This is an optimization exercise on Yosys and OpenROAD, whose aim is small area and a short achievable clock period, not a production implementation.
In this exercise RTL edits were held to simulation tests only and were not proved equivalent to the original.

==> flow/design.v (excerpt) <==
module clk_ctrl
(
	input  wire        clk_i,
	input  wire        rstn_i,
	input  wire [15:0] freq,
	output wire        dds1_o,
	output wire        dds_o
);
clock: 70.0 ns
lec_check: 0
cap_margin: 20
core_margin: 2
core_utilization: 40
slew_margin: 20
synth_hierarchical: 1
standard.sh (not shown) runs the stock make flow with config.mk's settings and CLKGATE_MAP_FILE= SYNTH_SCRIPT=/design/flow/synth_recipe.tcl, a recipe that flattens the netlist after the stock synthesis.
==> flow/flow/run.sh <==
#!/bin/bash
# The standard layout (standard.sh, all ORFS steps unchanged), except that the
# port buffers that buffer_ports inserts are plain sky130_fd_sc_hd__buf_1 cells
# instead of the delay buffers it picks by default. Every port is still buffered.
set -euo pipefail
export BUFFER_PORTS_ARGS="-buffer_cell sky130_fd_sc_hd__buf_1"
bash standard.sh finish > standard_make.log 2>&1
The baseline produced a clean layout.
==> next run, changes <==
--- a/flow/config.mk
+++ b/flow/config.mk
@@ -10,2 +10,4 @@
 export CORE_UTILIZATION = 40
+export CTS_BUF_LIST = sky130_fd_sc_hd__clkbuf_8
+export CTS_CLUSTER_DIAMETER = 100
 export SLEW_MARGIN = 20
=> The new run completed with no timing, DRC or antenna violations; wire length drops by about 0.4%; cell area falls by about 0.9%; via count drops by about 0.7%; worst setup slack degrades by 43 ps.
==> next run, changes <==
==> flow/run.sh (new file) <==
#!/bin/bash
# synth_recipe.tcl (not shown) runs the flow's synth.tcl, then flattens the netlist and writes it again
# the make line also repeats each setting of config.mk as NAME=value (left out here)
make -C /OpenROAD-flow-scripts/flow DESIGN_CONFIG=/design/flow/config.mk WORK_HOME=/design/flow/orfs CLKGATE_MAP_FILE= SYNTH_SCRIPT=/design/flow/synth_recipe.tcl finish
--- a/flow/config.mk
+++ b/flow/config.mk
@@ -10,4 +10,2 @@
 export CORE_UTILIZATION = 40
-export CTS_BUF_LIST = sky130_fd_sc_hd__clkbuf_8
-export CTS_CLUSTER_DIAMETER = 100
 export SLEW_MARGIN = 20
removed: flow/flow/run.sh
removed: flow/standard.sh
Result:
- non-clock buffer count decreases by 1
- fmax goes down by about 2.4%
- first-iteration DRC count goes up by about 36%
- via count is higher by about 1.4%


== build 98 ==
clk_ctrl, a different RTL version from the one above (not shown whole).
Size in the first run: about 600 cells after synthesis, roughly 89 flip-flops, ~0.010 sq mm of cells after synthesis.
clock: 70.0 ns
lec_check: 0
cap_margin: 20
core_margin: 2
core_utilization: 70
cts_buf_list: sky130_fd_sc_hd__clkbuf_8
slew_margin: 20
synth_hierarchical: 1
==> flow/flow/run.sh <==
#!/bin/bash
# The standard layout (standard.sh, all ORFS steps unchanged), except:
#  - the port buffers that buffer_ports inserts are plain sky130_fd_sc_hd__buf_1 cells
#    instead of the delay buffers it picks by default (every port is still buffered);
#  - clock tree synthesis with clkbuf_8 buffers and without dummy loads.
set -euo pipefail
export BUFFER_PORTS_ARGS="-buffer_cell sky130_fd_sc_hd__buf_1"
export CTS_ARGS="-sink_clustering_enable -repair_clock_nets -buf_list sky130_fd_sc_hd__clkbuf_8 -dont_use_dummy_load"
bash standard.sh finish > standard_make.log 2>&1
Changes in build 19 relative to build 98:
Settings: CORE_UTILIZATION now 55, was 70.
Findings:
All-layer global routing usage: build 19 < build 98. Diff build 98 -> build 19: sequential share of layout area held steady.
## Diff of input files: build 82 against build 19
Settings: CORE_UTILIZATION changed from 55 to 40.
--- outcome ---
No stage failed in build 82, and the final checks on the layout all came back clean.
Between build 82 and build 19, the share of the clock period used by the worst path figures differ only marginally.
Of the two values seen for last element of the critical path, dds1_o was produced by build 82 and dds_o by build 19.
In the reports for build 82 and build 19, the larger worst setup slack belongs to build 82.
Diff build 19..build 82 | detailed-route DRC error count | unchanged
Inputs modified between build 82 and build 22:
==> flow/flow/run.sh <==
#!/bin/bash
# The standard layout (standard.sh, all ORFS steps unchanged), except that the
# port buffers that buffer_ports inserts are plain sky130_fd_sc_hd__buf_1 cells
# instead of the delay buffers it picks by default. Every port is still buffered.
set -euo pipefail
export BUFFER_PORTS_ARGS="-buffer_cell sky130_fd_sc_hd__buf_1"
bash standard.sh finish > standard_make.log 2>&1
[summary]
The higher worst clock skew of build 82 and build 22 is in build 82. Build 22 -> build 82: data-path buffer share of cell area in the final layout flat. [build 22 vs build 82] routed wire length: higher in build 22.


clk_ctrl, a different RTL version from the one above (not shown whole).
For scale: roughly 610 cells after synthesis, about 89 flip-flops, ~20 I/O pins, about 10000 µm² of cells after synthesis.
==> flow/config.mk <==
export PLATFORM = sky130hd
export DESIGN_NAME = clk_ctrl
export DESIGN_NICKNAME = clk_ctrl
export VERILOG_FILES = /design/flow/design.v
export SDC_FILE = /design/flow/constraint.sdc
export NUM_CORES = 4
export LEC_CHECK = 0
export CAP_MARGIN = 20
export CORE_MARGIN = 2
export CORE_UTILIZATION = 40
export CTS_BUF_LIST = sky130_fd_sc_hd__clkbuf_8
export SLEW_MARGIN = 20
export SYNTH_HIERARCHICAL = 1
==> flow/constraint.sdc <==
create_clock -name core_clock -period 70.0 [get_ports {clk_i}]
set_input_delay 14.0000 -clock core_clock [delete_from_list [all_inputs] [get_ports {clk_i}]]
set_output_delay 14.0000 -clock core_clock [all_outputs]
set_load 0.01 [all_outputs]
==> flow/flow/run.sh <==
#!/bin/bash
# The standard layout (standard.sh, all ORFS steps unchanged), except:
#  - the port buffers that buffer_ports inserts are plain sky130_fd_sc_hd__buf_1 cells
#    instead of the delay buffers it picks by default (every port is still buffered);
#  - clock tree synthesis arguments: -sink_clustering_enable -repair_clock_nets -buf_list sky130_fd_sc_hd__clkbuf_16 -root_buf sky130_fd_sc_hd__clkbuf_16 -sink_clustering_size 45 -sink_clustering_max_diameter 400
set -euo pipefail
export BUFFER_PORTS_ARGS="-buffer_cell sky130_fd_sc_hd__buf_1"
export CTS_ARGS="-sink_clustering_enable -repair_clock_nets -buf_list sky130_fd_sc_hd__clkbuf_16 -root_buf sky130_fd_sc_hd__clkbuf_16 -sink_clustering_size 45 -sink_clustering_max_diameter 400"
bash standard.sh finish > standard_make.log 2>&1
The baseline passed the timing, design-rule and antenna checks.
Edit:
==> flow/flow/run.sh (replaced) <==
#!/bin/bash
# The standard layout (standard.sh, all ORFS steps unchanged), except that the
# port buffers that buffer_ports inserts are plain sky130_fd_sc_hd__buf_1 cells
# instead of the delay buffers it picks by default. Every port is still buffered.
set -euo pipefail
export BUFFER_PORTS_ARGS="-buffer_cell sky130_fd_sc_hd__buf_1"
bash standard.sh finish > standard_make.log 2>&1
What happened: Cell area fell slightly. Synthesized cell count does not change. Setup slack loses 44 ps. Wire length hardly moves. Area after synthesis is unchanged. Sequential share of layout area rose by 0.18 points. Via count rose slightly.


red:
RTL: one of the versions met above, not the one the previous note started from.
For scale: about 620 cells after synthesis, about 90 flip-flops, about 20 I/O pins, roughly 0.011 mm^2 of cells after synthesis.
==> flow/design.v (excerpt) <==
module clk_ctrl
(
	input  wire        clk_i,
	input  wire        rstn_i,
	input  wire [15:0] freq,
	output wire        dds1_o,
	output wire        dds_o
);
==> flow/config.mk <==
export PLATFORM = sky130hd
export DESIGN_NAME = clk_ctrl
export DESIGN_NICKNAME = clk_ctrl
export VERILOG_FILES = /design/flow/design.v
export SDC_FILE = /design/flow/constraint.sdc
export NUM_CORES = 4
export LEC_CHECK = 0
export CAP_MARGIN = 20
export CORE_MARGIN = 2
export CORE_UTILIZATION = 40
export CTS_BUF_LIST = sky130_fd_sc_hd__clkbuf_8
export SLEW_MARGIN = 20
export SYNTH_HIERARCHICAL = 1
==> flow/constraint.sdc <==
create_clock -name core_clock -period 70.0 [get_ports {clk_i}]
set_input_delay 14.0000 -clock core_clock [delete_from_list [all_inputs] [get_ports {clk_i}]]
set_output_delay 14.0000 -clock core_clock [all_outputs]
set_load 0.01 [all_outputs]
==> flow/flow/run.sh <==
#!/bin/bash
# The standard layout (standard.sh, all ORFS steps unchanged), except that the
# port buffers that buffer_ports inserts are plain sky130_fd_sc_hd__buf_1 cells
# instead of the delay buffers it picks by default. Every port is still buffered.
set -euo pipefail
export BUFFER_PORTS_ARGS="-buffer_cell sky130_fd_sc_hd__buf_1"
bash standard.sh finish > standard_make.log 2>&1
red finished every step from synthesis to the final layout, and the layout passed the timing, design-rule and antenna checks.
The following lists how blue was set up differently from red:
- an added ABC_AREA of 1
## What came out
- Against red, blue comes in 58 higher on number of cells in the design after placement.
- In the metrics for red and blue, the one carrying the lower pin count of the biggest net entering global routing is red.
- Of the two candidates, red has the better via count and blue the worse one.
Changes in green relative to blue:
- clearing ABC_AREA, which used to be 1
==> flow/run.sh (new file) <==
#!/bin/bash
# synth_recipe.tcl (not shown) runs the flow's synth.tcl, then flattens the netlist and writes it again
# the make line also repeats each setting of config.mk as NAME=value (left out here)
make -C /OpenROAD-flow-scripts/flow DESIGN_CONFIG=/design/flow/config.mk WORK_HOME=/design/flow/orfs CLKGATE_MAP_FILE= SYNTH_SCRIPT=/design/flow/synth_recipe.tcl finish
removed: flow/flow/run.sh
removed: flow/standard.sh
==> comparison <==
Comparing detailed placer's ending HPWL for blue and green, the smaller number came from blue.
For fraction of area in registers, green and blue come out practically identical.
Met2 wire length delta for green relative to blue: 890 um higher
green against blue; final design instance area without fill is down slightly.
Looking at final worst setup slack across blue and green, the one that comes out higher is blue.
Between blue and green, the total routing resource utilization after global routing is lower for blue.
For utilization, green and blue come out practically identical.
Between blue and green, the via count is higher for blue.
Input changes introduced in orange (baseline for comparison: green):
- CTS_CLUSTER_SIZE newly set to 30
- CTS_BUF_LIST changed from sky130_fd_sc_hd__clkbuf_8 to sky130_fd_sc_hd__clkbuf_16
==> flow/flow/run.sh (new file) <==
#!/bin/bash
# The standard layout (standard.sh, all ORFS steps unchanged), except that the
# port buffers that buffer_ports inserts are plain sky130_fd_sc_hd__buf_1 cells
# instead of the delay buffers it picks by default. Every port is still buffered.
set -euo pipefail
export BUFFER_PORTS_ARGS="-buffer_cell sky130_fd_sc_hd__buf_1"
bash standard.sh finish > standard_make.log 2>&1
==> flow/standard.sh (new file) <==
#!/bin/bash
# synth_recipe.tcl (not shown) runs the flow's synth.tcl, then flattens the netlist and writes it again
# the make line also repeats each setting of config.mk as NAME=value (left out here)
make -C /OpenROAD-flow-scripts/flow DESIGN_CONFIG=/design/flow/config.mk WORK_HOME=/design/flow/orfs CLKGATE_MAP_FILE= SYNTH_SCRIPT=/design/flow/synth_recipe.tcl "${@:-finish}"
removed: flow/run.sh
Findings:
Against green, orange reports a area overhead of the layout relative to synthesis that is lower. Compared with green, orange shows a lower actual slew at the worst max-slew pin. Diff green -> orange: cell area after layout roughly the same, clock network latency to the later pin of the worst-skew pair lower.


Setup of run 1:
clk_ctrl again, from the RTL that the note above started with.
clock: 70.0 ns
lec_check: 0
cap_margin: 20
core_margin: 2
core_utilization: 40
cts_buf_list: sky130_fd_sc_hd__clkbuf_8
cts_cluster_size: 30
slew_margin: 20
synth_hierarchical: 1
==> flow/flow/run.sh <==
#!/bin/bash
# The standard layout (standard.sh, all ORFS steps unchanged), except that the
# port buffers that buffer_ports inserts are plain sky130_fd_sc_hd__buf_1 cells
# instead of the delay buffers it picks by default. Every port is still buffered.
set -euo pipefail
export BUFFER_PORTS_ARGS="-buffer_cell sky130_fd_sc_hd__buf_1"
bash standard.sh finish > standard_make.log 2>&1
Run 1: full flow OK, the timing, design-rule and antenna checks passed
The following lists how run 2 was set up differently from run 1:
diff --git a/flow/config.mk b/flow/config.mk
--- a/flow/config.mk
+++ b/flow/config.mk
@@ -8 +8 @@
-export CAP_MARGIN = 20
+export CAP_MARGIN = 0
@@ -12,2 +12 @@
-export CTS_CLUSTER_SIZE = 30
-export SLEW_MARGIN = 20
+export SLEW_MARGIN = 0
Notes after the runs:
- Run 2: done, clean on timing, DRC and antenna
- Worst stage delay on the critical path of run 2 is on par with run 1.
- Comparing run 1 against run 2, there is no change at all in total nets after synthesis.
- Via count of the first global-routing pass of run 1 is on par with run 2.
- Run 1 -> run 2: worst-case setup margin in the final layout delta 0, exact match
- Compared run 2 against run 1; pre-CTS setup slack within noise.
- From run 1 to run 2, number of placement rows did not move at all.
- From run 1 to run 2, via count of the routed design did not move at all.
- Run 2 against run 1: per-cell routed wire length barely changed; tightest slew margin relative to the limit level.
diff inputs: run 2 => run 3
diff --git a/flow/flow/run.sh b/flow/flow/run.sh
--- a/flow/flow/run.sh
+++ b/flow/flow/run.sh
@@ -3 +3 @@
-# port buffers that buffer_ports inserts are plain sky130_fd_sc_hd__buf_1 cells
+# port buffers that buffer_ports inserts are plain sky130_fd_sc_hd__buf_2 cells
@@ -6 +6 @@
-export BUFFER_PORTS_ARGS="-buffer_cell sky130_fd_sc_hd__buf_1"
+export BUFFER_PORTS_ARGS="-buffer_cell sky130_fd_sc_hd__buf_2"
diff --git a/flow/config.mk b/flow/config.mk
--- a/flow/config.mk
+++ b/flow/config.mk
@@ -8 +8 @@
-export CAP_MARGIN = 0
+export CAP_MARGIN = 20
@@ -12 +12 @@
-export SLEW_MARGIN = 0
+export SLEW_MARGIN = 20
## What came out
Taking run 2 as the reference, in run 3 via count went up, total wirelength of the detailed-routed design has increased.
Of run 2 and run 3, the lower post-route worst setup slack belongs to run 3.
STATUS area of all placed cells without fillers: run 3 loses against run 2

[re-timing with driven ports]
The results above use ideal ports. As a check the final layouts listed here were re-extracted and re-timed, cells and wires unchanged.
Step 1 sets driving cells, clkbuf_16 on the clock port and buf_2 on the other inputs (assumed; they add their load-dependent delay and slew).
Step 2 moves the port delays by t, midway between the first and last clock arrival at a register: inputs arrive t later, outputs are due t later. That takes back most of the time a late clock gives input paths.
a / b / c = ideal / step 1 / step 2; a / b = the first two.
| run | t, ns | slack for setup (ns) | worst hold slack (ns) | cell pins on the clock port's net |
|---|---|---|---|---|
| the first run of note 1 | 0.400 | 55.161 / 55.115 / 54.850 | 0.817 / 0.817 / 0.817 | 1 |
| the second run of note 1 | 0.430 | 55.118 / 55.076 / 54.867 | 0.824 / 0.824 / 0.824 | 1 |
| the third run of note 1 | 0.409 | 54.751 / 54.703 / 54.861 | 0.855 / 0.855 / 0.855 | 1 |
| build 98 | 0.425 | 55.092 / 55.053 / 54.809 | 0.812 / 0.812 / 0.812 | 1 |
| build 19 | 0.414 | 55.107 / 55.064 / 54.822 | 0.828 / 0.828 / 0.828 | 1 |
| build 82 | 0.417 | 55.133 / 55.096 / 54.812 | 0.817 / 0.817 / 0.817 | 1 |
| build 22 | 0.420 | 55.118 / 55.081 / 54.793 | 0.817 / 0.817 / 0.817 | 1 |
| the first run of note 3 | 0.399 | 55.150 / 55.104 / 54.782 | 0.820 / 0.820 / 0.820 | 1 |
| the second run of note 3 | 0.421 | 55.105 / 55.066 / 54.772 | 0.827 / 0.827 / 0.827 | 1 |
| red | 0.430 | 55.118 / 55.076 / 54.867 | 0.824 / 0.824 / 0.824 | 1 |
| blue | 0.422 | 55.105 / 55.062 / 54.825 | 0.825 / 0.825 / 0.825 | 1 |
| green | 0.431 | 54.722 / 54.676 / 54.884 | 0.860 / 0.860 / 0.860 | 1 |
| orange | 0.401 | 55.161 / 55.115 / 54.857 | 0.818 / 0.818 / 0.818 | 1 |
| run 1 | 0.430 | 55.118 / 55.076 / 54.867 | 0.824 / 0.824 / 0.824 | 1 |
| run 2 | 0.430 | 55.118 / 55.076 / 54.867 | 0.824 / 0.824 / 0.824 | 1 |
| run 3 | 0.436 | 55.103 / 55.061 / 54.873 | 0.809 / 0.809 / 0.809 | 1 |
After both steps setup and hold are still met in every run listed. For the first run of note 3, which loses most, drivers alone change the setup slack by -0.046 ns; drivers and shift together by -0.368 ns. Setup slack includes reset recovery checks.
